Context: an optimization exercise on an open-source flow, tuned for a short achievable clock period and few clock cycles. The choices shown serve that exercise and are no tape-out recipe.
Only simulation tests tie the RTL to the original design; equivalence was not proved.
Power is estimated from default activity; no workload was simulated.

Setup of job 9813:
==> flow/design.v (excerpt) <==
module PROCESSOR(
			input wire Clk,
			input wire Resetin,
			output wire [9:0] imem_addr,
			input wire [31:0] imem_data,
			output wire [9:0] dmem_addr,
			output wire [31:0] dmem_wdata,
			output wire dmem_we,
			input wire [31:0] dmem_rdata
    );
localparam OP_ALU  = 6'b100000;
localparam OP_LI   = 6'b111000;
localparam OP_LUI  = 6'b111001;
localparam OP_ADDI = 6'b110000;
localparam OP_ANDI = 6'b110010;
localparam OP_ORI  = 6'b110011;
localparam OP_LB   = 6'b000011;
localparam OP_LW   = 6'b001111;
localparam OP_SB   = 6'b000111;
localparam OP_SW   = 6'b011111;
localparam OP_B    = 6'b111111;
localparam OP_BEQ  = 6'b000000;
localparam OP_BNE  = 6'b000001;
function [31:0] ksadd(input [31:0] x, input [31:0] y, input cin);
	reg [31:0] g, p, t;
	integer i, d;
	begin
		g = x & y;
		p = x ^ y;
		t = p;
		g[0] = g[0] | (p[0] & cin);
		for (d = 1; d < 32; d = d * 2)
			for (i = 31; i >= d; i = i - 1) begin
				g[i] = g[i] | (p[i] & g[i-d]);
				p[i] = p[i] & p[i-d];
			end
		ksadd = t ^ {g[30:0], cin};
	end
endfunction
function [9:0] ksadd10(input [9:0] x, input [9:0] y, input cin);
	reg [9:0] g, p, t;
	integer i, d;
	begin
		g = x & y;
		p = x ^ y;
		t = p;
		g[0] = g[0] | (p[0] & cin);
		for (d = 1; d < 10; d = d * 2)
			for (i = 9; i >= d; i = i - 1) begin
  ...
Settings: LEC_CHECK=0, ABC_CLOCK_PERIOD_IN_PS=1500, CAP_MARGIN=20, CORE_MARGIN=2, CORE_UTILIZATION=40, PLACE_DENSITY=0.6, SLEW_MARGIN=20; clock period 10.0 ns.
standard.sh (not shown) runs the stock make flow with config.mk's settings and CLKGATE_MAP_FILE= SYNTH_SCRIPT=/design/flow/synth_recipe.tcl, a recipe that flattens the netlist after the stock synthesis.
==> flow/flow/run.sh <==
#!/bin/bash
# Standard layout, with repair_timing aiming for extra setup slack.
set -euo pipefail
bash standard.sh SETUP_SLACK_MARGIN=7.5 finish > standard.log 2>&1
Testbench counts of job 9813, summed over its fixed seeds: cycles 34,124.
Relative to job 9813, the following input files were edited for job 2046:
==> flow/flow/run.sh <==
#!/bin/bash
# Standard layout, with repair_timing aiming for extra setup slack.
set -euo pipefail
bash standard.sh SETUP_SLACK_MARGIN=7.0 finish > standard.log 2>&1
Findings:
- Job 2046: all stages complete, timing, DRC and antenna checks passed
- ~same part of the cycle the worst path needs in job 9813 and job 2046
- In job 2046 the post-placement worst setup slack turned out 51 ps higher than in job 9813.
- Routed length on met1: job 2046 > job 9813
- Diff job 9813..job 2046 | post-synthesis net count | unchanged

* * *

Setup of old:
PROCESSOR, a different RTL version from the one above (not shown whole).
For scale: about 5,700 cells after synthesis, about 78,000 sq um of cells after synthesis.
clock: 10.0 ns
lec_check: 0
abc_clock_period_in_ps: 1500
cap_margin: 20
core_margin: 2
core_utilization: 40
place_density: 0.6
slew_margin: 20
==> flow/flow/run.sh <==
#!/bin/bash
# Standard layout, with repair_timing aiming for extra setup slack.
set -euo pipefail
bash standard.sh SETUP_SLACK_MARGIN=7.5 finish > standard.log 2>&1
old was carried through to the last stage, and its layout satisfied the timing, DRC and antenna checks.
Testbench counts of old, summed over its fixed seeds: cycles 34,240.
Changes in new relative to old:
==> flow/flow/run.sh <==
#!/bin/bash
# Standard layout, with repair_timing aiming for extra setup slack.
set -euo pipefail
bash standard.sh SETUP_SLACK_MARGIN=7.0 finish > standard.log 2>&1
### Flow results
- Taking old as the reference, in new critical-path maximum fanout moved down, maximum clock frequency moved up, total vias in the final route moved down, internal power contribution moved down.

* * *

PROCESSOR again, from the RTL that the note above started with.
export LEC_CHECK = 0
export ABC_CLOCK_PERIOD_IN_PS = 3000
export CAP_MARGIN = 20
export CORE_MARGIN = 2
export CORE_UTILIZATION = 40
export PLACE_DENSITY = 0.6
export SLEW_MARGIN = 20
create_clock -name core_clock -period 10.0 [get_ports {Clk}]
==> flow/flow/run.sh <==
#!/bin/bash
# Standard layout, with repair_timing aiming for extra setup slack.
set -euo pipefail
bash standard.sh SETUP_SLACK_MARGIN=7.0 finish > standard.log 2>&1
The first run went through all stages and came out clean.
Testbench counts at the start, summed over its fixed seeds: cycles 34,240.
Then changed:
==> flow/flow/run.sh (replaced) <==
#!/bin/bash
# Standard layout, with repair_timing aiming for extra setup slack.
set -euo pipefail
bash standard.sh SETUP_SLACK_MARGIN=6.6 finish > standard.log 2>&1
Settings changed: ABC_CLOCK_PERIOD_IN_PS 3000 to 1500.
What happened: The new run completed without violations. Via count goes down by 5.5%. Non-clock buffer count goes down by 356. Final cell count goes down by 4.1%. Total power goes down by 1.1%. Synthesized cell count stays the same. Clock power goes up by 4.1%. Sequential share of layout area goes up by 3.0 points. Setup slack loses 150 ps. Clock skew goes down by 3.6 ps.

## port drivers added, routing unchanged
The results above use ideal ports. As a check the final layouts listed here were re-extracted and re-timed, cells and wires unchanged. Step 1 sets driving cells, clkbuf_16 on the clock port and buf_2 on the other inputs (assumed; they add their load-dependent delay and slew). Step 2, shift: input delay + t, output delay - t, t = (earliest + latest rising clock arrival at the registers) / 2. This alone moves slack from input paths to output paths. Three values: ideal ports, drivers, drivers and shift; two values: the first two.
run	shift t [ns]	setup slack, ns	worst setup path after step 2	slew at the worst register clock pin (ns)	worst data-port slew with drivers (ns)
job 9813	0.920	6.558 / 6.346 / 5.426	input to register	0.07 / 0.07	0.54
job 2046	0.935	6.552 / 6.403 / 5.468	input to register	0.07 / 0.07	0.48
old	0.922	6.316 / 6.316 / 5.405	input to register	0.07 / 0.07	0.54
new	0.903	6.525 / 6.475 / 5.572	input to register	0.07 / 0.07	0.44
the first run of note 3	0.903	6.525 / 6.475 / 5.572	input to register	0.07 / 0.07	0.44
the second run of note 3	0.887	6.373 / 6.373 / 5.528	input to register	0.07 / 0.07	0.34
After both steps setup and hold are still met in every run listed. The setup slack of job 9813, which loses most, moves by -0.212 ns with the drivers and by -1.132 ns with both steps.
